What follows belongs to an exercise in optimizing a design on an open flow for small area, a short achievable clock period and few clock cycles; a production flow would make more cautious choices. In this exercise RTL edits were held to simulation tests only and were not proved equivalent to the original. No activity file was given, so power comes from the tool's default toggle rates.

job 101:
==> module cpu, before the edit <==
module cpu (input clk, input rst,
            output [31:0] imem_addr, input [31:0] imem_rdata,
            output [31:0] dmem_addr, output [31:0] dmem_wdata,
            output dmem_we, output dmem_re, input [31:0] dmem_rdata);
    reg [31:2] pc;
    reg        x_wr, x_lw, x_sw, x_beq, x_sub;
    reg        x_fam, x_fbm;              
    reg        x_fal, x_fbl;              
    reg        x_as, x_bs;                
    reg        x_oi, x_om, x_ol, x_ob;    
    reg [4:0]  x_rd;
    reg [31:0] x_a, x_b;
    reg [15:0] x_i;
    reg [31:2] x_tgt;
    reg        m_wr, m_lw, m_sw;
    reg [4:0]  m_rd;
    reg [31:0] m_r, m_sd;
    assign dmem_addr  = m_r;
    assign dmem_wdata = m_sd;
    assign dmem_we    = m_sw;
    assign dmem_re    = m_lw;
    wire [31:0] m_res = m_lw ? dmem_rdata : m_r;
    wire [31:0] a   = ({32{x_fam}} & m_r) | ({32{x_fal}} & dmem_rdata) | ({32{x_as}} & x_a);
    wire [31:0] b   = ({32{x_fbm}} & m_r) | ({32{x_fbl}} & dmem_rdata) | ({32{x_bs}} & x_b);
    wire [31:0] op2 = ({32{x_oi}} & {{16{x_i[15]}}, x_i}) | ({32{x_om}} & m_r) |
                      ({32{x_ol}} & dmem_rdata) | ({32{x_ob}} & x_b);
    wire [31:0] alu;
    cs_add alu_add (.a(a), .b(op2 ^ {32{x_sub}}), .ci(x_sub), .s(alu));
    wire eq_ab = (x_a == x_b);
    wire eq_mb = (m_r == x_b);
    wire eq_am = (x_a == m_r);
    wire taken = x_beq & (x_fam ? (x_fbm | eq_mb) : (x_fbm ? eq_am : eq_ab));
    wire [31:0] inst = imem_rdata;
    wire [5:0] op = inst[31:26];
    wire [4:0] rs = inst[25:21];
    wire [4:0] rt = inst[20:16];
    wire [4:0] rdf = inst[15:11];
    wire d_R    = (op == 6'h00);
    wire d_addi = (op == 6'h08) | (op == 6'h09);
    wire d_lw   = (op == 6'h23);
    wire d_sw   = (op == 6'h2B);
    wire d_beq  = (op == 6'h04);
    wire d_j    = (op == 6'h02);
    wire d_ubeq = d_beq & (rs == rt);
    wire [4:0] d_rd = d_R ? rdf : (d_addi | d_lw) ? rt : 5'd0;
    wire d_wr = (d_R | d_addi | d_lw) & (d_rd != 5'd0);
    wire [31:2] pc4, btgt;
    assign pc4 = pc + 30'd1;
    sk_add #(30) br_add (.a(pc), .b({{14{inst[15]}}, inst[15:0]}), .ci(1'b1), .s(btgt));
    wire [31:2] jtgt = {4'b0000, inst[25:0]};
    reg [31:0] rf_r [1:31];
    reg [31:1] rf_e;
    integer i;
    always @(posedge clk)
        for (i = 1; i < 32; i = i + 1)
            if (m_wr && m_rd == i) rf_r[i] <= m_res;
    always @(posedge clk or posedge rst)
        if (rst) rf_e <= 31'd0;
        else
            for (i = 1; i < 32; i = i + 1)
                rf_e[i] <= (rf_e[i] | (m_wr && m_rd == i)) & !(x_wr && x_rd == i);
    wire [31:1] rf_en = rf_e;
    genvar k, n;
    wire [31:0] sa0, sa1, sb0, sb1;
    rdec dec_a0 (.r(rs), .en(rf_en), .we(m_wr), .wa(m_rd), .sel(sa0));
    rdec dec_a1 (.r(rs), .en(rf_en), .we(m_wr), .wa(m_rd), .sel(sa1));
    rdec dec_b0 (.r(rt), .en(rf_en), .we(m_wr), .wa(m_rd), .sel(sb0));
    rdec dec_b1 (.r(rt), .en(rf_en), .we(m_wr), .wa(m_rd), .sel(sb1));
    wire [31:0] rsv, rtv;
    generate for (n = 0; n < 32; n = n + 1) begin : col
        wire [31:0] d;
        assign d[0] = m_res[n];
        for (k = 1; k < 32; k = k + 1) begin : rb
            assign d[k] = rf_r[k][n];
        end
        wire [3:0] pa_n, pb_n;
        for (k = 0; k < 4; k = k + 1) begin : grp
            wire [31:0] sa = (n < 16) ? sa0 : sa1;
            wire [31:0] sb = (n < 16) ? sb0 : sb1;
            aoi8 ua (.s(sa[8*k+7:8*k]), .d(d[8*k+7:8*k]), .y_n(pa_n[k]));
            aoi8 ub (.s(sb[8*k+7:8*k]), .d(d[8*k+7:8*k]), .y_n(pb_n[k]));
        end
        assign rsv[n] = ~&pa_n;
        assign rtv[n] = ~&pb_n;
    end endgenerate
    wire hs = x_wr & (x_rd == rs);
    wire ht = x_wr & (x_rd == rt);
    wire stall = x_lw & d_beq & ~d_ubeq & (hs | ht);
    wire go = ~taken & ~stall;
    wire [31:2] pc_oth = taken ? x_tgt : stall ? pc : d_j ? jtgt : pc4;
    wire sel_b = ~taken & ~stall & ~d_j & d_ubeq;
    wire [31:2] pc_next;
    mux2w #(30) pc_mux (.s(sel_b), .a(pc_oth), .b(btgt), .y(pc_next));
    always @(posedge clk or posedge rst) begin
        if (rst) begin
            pc <= 30'd0;
            x_wr <= 1'b0; x_lw <= 1'b0; x_sw <= 1'b0; x_beq <= 1'b0;
            m_wr <= 1'b0; m_lw <= 1'b0; m_sw <= 1'b0;
        end else begin
            pc <= pc_next;
            x_wr  <= go & d_wr;
            x_lw  <= go & d_lw;
            x_sw  <= go & d_sw;
            x_beq <= go & d_beq & ~d_ubeq;
            m_wr  <= x_wr;
            m_lw  <= x_lw;
            m_sw  <= x_sw;
        end
    end
    always @(posedge clk) begin
        x_rd  <= d_rd;
        x_sub <= d_R & inst[1];
        x_fam <= hs & ~x_lw;
        x_fal <= hs & x_lw;
        x_as  <= ~hs;
        x_fbm <= ht & ~x_lw;
        x_fbl <= ht & x_lw;
        x_bs  <= ~ht;
        x_oi  <= ~d_R;
        x_om  <= d_R & ht & ~x_lw;
        x_ol  <= d_R & ht & x_lw;
        x_ob  <= d_R & ~ht;
        x_a   <= rsv;
        x_b   <= rtv;
        x_i   <= inst[15:0];
        x_tgt <= btgt;
        m_rd  <= x_rd;
        m_r   <= alu;
        m_sd  <= b;
    end
    assign imem_addr = {pc, 2'b00};
endmodule
==> flow/config.mk <==
export PLATFORM = sky130hd
export DESIGN_NAME = cpu
export DESIGN_NICKNAME = cpu
export VERILOG_FILES = /design/flow/design.v
export SDC_FILE = /design/flow/constraint.sdc
export NUM_CORES = 4
export LEC_CHECK = 0
export CAP_MARGIN = 20
export CELL_PAD_IN_SITES_DETAIL_PLACEMENT = 1
export CELL_PAD_IN_SITES_GLOBAL_PLACEMENT = 1
export CORE_MARGIN = 2
export CORE_UTILIZATION = 50
export CTS_CLUSTER_DIAMETER = 80
export CTS_CLUSTER_SIZE = 18
export PLACE_DENSITY = 0.8
export SETUP_SLACK_MARGIN = 4.8
export SLEW_MARGIN = 20
export SYNTH_HIERARCHICAL = 1
export SYNTH_MINIMUM_KEEP_SIZE = 0
export TNS_END_PERCENT = 5
==> flow/constraint.sdc <==
create_clock -name core_clock -period 8.0 [get_ports {clk}]
set_input_delay 1.6000 -clock core_clock [delete_from_list [all_inputs] [get_ports {clk}]]
set_output_delay 1.6000 -clock core_clock [all_outputs]
set_load 0.01 [all_outputs]
run.sh (not shown) runs the stock make flow with config.mk's settings and CLKGATE_MAP_FILE= SYNTH_SCRIPT=/design/flow/synth_recipe.tcl, a recipe that flattens the netlist after the stock synthesis.
Testbench counts of job 101, summed over its fixed seeds: cycles 46,614.
For job 102, these inputs were changed with respect to job 101:
-- flow/design.v --
<<< job 101, line 5
    reg [31:2] pc;
    reg        x_wr, x_lw, x_sw, x_beq, x_sub;
    reg        x_fam, x_fbm;              
    reg        x_fal, x_fbl;              
    reg        x_as, x_bs;                
    reg        x_oi, x_om, x_ol, x_ob;    
    reg [4:0]  x_rd;
    reg [31:0] x_a, x_b;
>>> job 102, line 5
    reg [31:2] pc;
    reg        x_wr, x_lw, x_sw, x_beq, x_sub;
    reg        x_fam, x_fbm;    
    reg        x_oi, x_om, x_ob;    
    reg [4:0]  x_rd;
    reg [31:0] x_a, x_b;
<<< job 101, line 21
    assign dmem_re    = m_lw;
    wire [31:0] m_res = m_lw ? dmem_rdata : m_r;
    wire [31:0] a   = ({32{x_fam}} & m_r) | ({32{x_fal}} & dmem_rdata) | ({32{x_as}} & x_a);
    wire [31:0] b   = ({32{x_fbm}} & m_r) | ({32{x_fbl}} & dmem_rdata) | ({32{x_bs}} & x_b);
    wire [31:0] op2 = ({32{x_oi}} & {{16{x_i[15]}}, x_i}) | ({32{x_om}} & m_r) |
                      ({32{x_ol}} & dmem_rdata) | ({32{x_ob}} & x_b);
    wire [31:0] alu;
    cs_add alu_add (.a(a), .b(op2 ^ {32{x_sub}}), .ci(x_sub), .s(alu));
>>> job 102, line 19
    assign dmem_re    = m_lw;
    wire [31:0] m_res = m_lw ? dmem_rdata : m_r;
    wire [31:0] a   = x_fam ? m_r : x_a;
    wire [31:0] b   = x_fbm ? m_r : x_b;
    wire [31:0] op2 = ({32{x_oi}} & {{16{x_i[15]}}, x_i}) | ({32{x_om}} & m_r) |
                      ({32{x_ob}} & x_b);
    wire [31:0] alu;
    cs_add alu_add (.a(a), .b(op2 ^ {32{x_sub}}), .ci(x_sub), .s(alu));
<<< job 101, line 86
    wire hs = x_wr & (x_rd == rs);
    wire ht = x_wr & (x_rd == rt);
    wire stall = x_lw & d_beq & ~d_ubeq & (hs | ht);
    wire go = ~taken & ~stall;
    wire [31:2] pc_oth = taken ? x_tgt : stall ? pc : d_j ? jtgt : pc4;
>>> job 102, line 84
    wire hs = x_wr & (x_rd == rs);
    wire ht = x_wr & (x_rd == rt);
    wire use_rs = d_R | d_addi | d_lw | d_sw | (d_beq & ~d_ubeq);
    wire use_rt = d_R | d_sw | (d_beq & ~d_ubeq);
    wire stall = x_lw & ((hs & use_rs) | (ht & use_rt));
    wire go = ~taken & ~stall;
    wire [31:2] pc_oth = taken ? x_tgt : stall ? pc : d_j ? jtgt : pc4;
<<< job 101, line 111
        x_rd  <= d_rd;
        x_sub <= d_R & inst[1];
        x_fam <= hs & ~x_lw;
        x_fal <= hs & x_lw;
        x_as  <= ~hs;
        x_fbm <= ht & ~x_lw;
        x_fbl <= ht & x_lw;
        x_bs  <= ~ht;
        x_oi  <= ~d_R;
        x_om  <= d_R & ht & ~x_lw;
        x_ol  <= d_R & ht & x_lw;
        x_ob  <= d_R & ~ht;
        x_a   <= rsv;
>>> job 102, line 111
        x_rd  <= d_rd;
        x_sub <= d_R & inst[1];
        x_fam <= hs;
        x_fbm <= ht;
        x_oi  <= ~d_R;
        x_om  <= d_R & ht;
        x_ob  <= d_R & ~ht;
        x_a   <= rsv;
[summary]
Re total chip power: job 102 and job 101 aren't equal, and the lower value belongs to job 101. In the metrics for job 102 and job 101, the one carrying the higher buffers plus inverters on the worst setup path is job 102. On area of all placed cells without fillers, job 102 does better than job 101. Between job 102 and job 101, area of the multi-input gates is lower for job 102, job 101 comes in above that. Job 102 gives more setup slack than job 101 did. Ff count | job 102 vs job 101 | job 102 lower. Changes observed in job 102 relative to job 101: first-pass GRT wire length dropped 6000 um; utilization after layout barely changed; clock-buffer cell count dropped about 5%. Job 102 against job 101: number of non-clock inverters fell 63%; wire length about even.
Testbench counts of job 102, summed over its fixed seeds: cycles 47,352.

## port drivers added, routing unchanged
The results above use ideal ports. As a check the final layouts listed here were re-extracted and re-timed, cells and wires unchanged. Step 1: set_driving_cell puts a clkbuf_16 on clk and a buf_2 on each other input, an assumption about the parent block. Step 2 also shifts input and output timing later by t, the mid clock arrival at the registers, as if the neighbouring blocks saw the same clock. Three values: ideal, step 1, step 2; two values: the first two.
run	shift t [ns]	setup slack, ns	hold slack, ns
job 101	0.768	4.213 / 4.270 / 3.502	0.361 / 0.361 / 0.361
job 102	0.760	4.541 / 4.559 / 3.816	0.384 / 0.384 / 0.384
After both steps setup and hold are still met in every run listed. For job 102, which loses most, drivers alone change the setup slack by +0.018 ns; drivers and shift together by -0.725 ns.
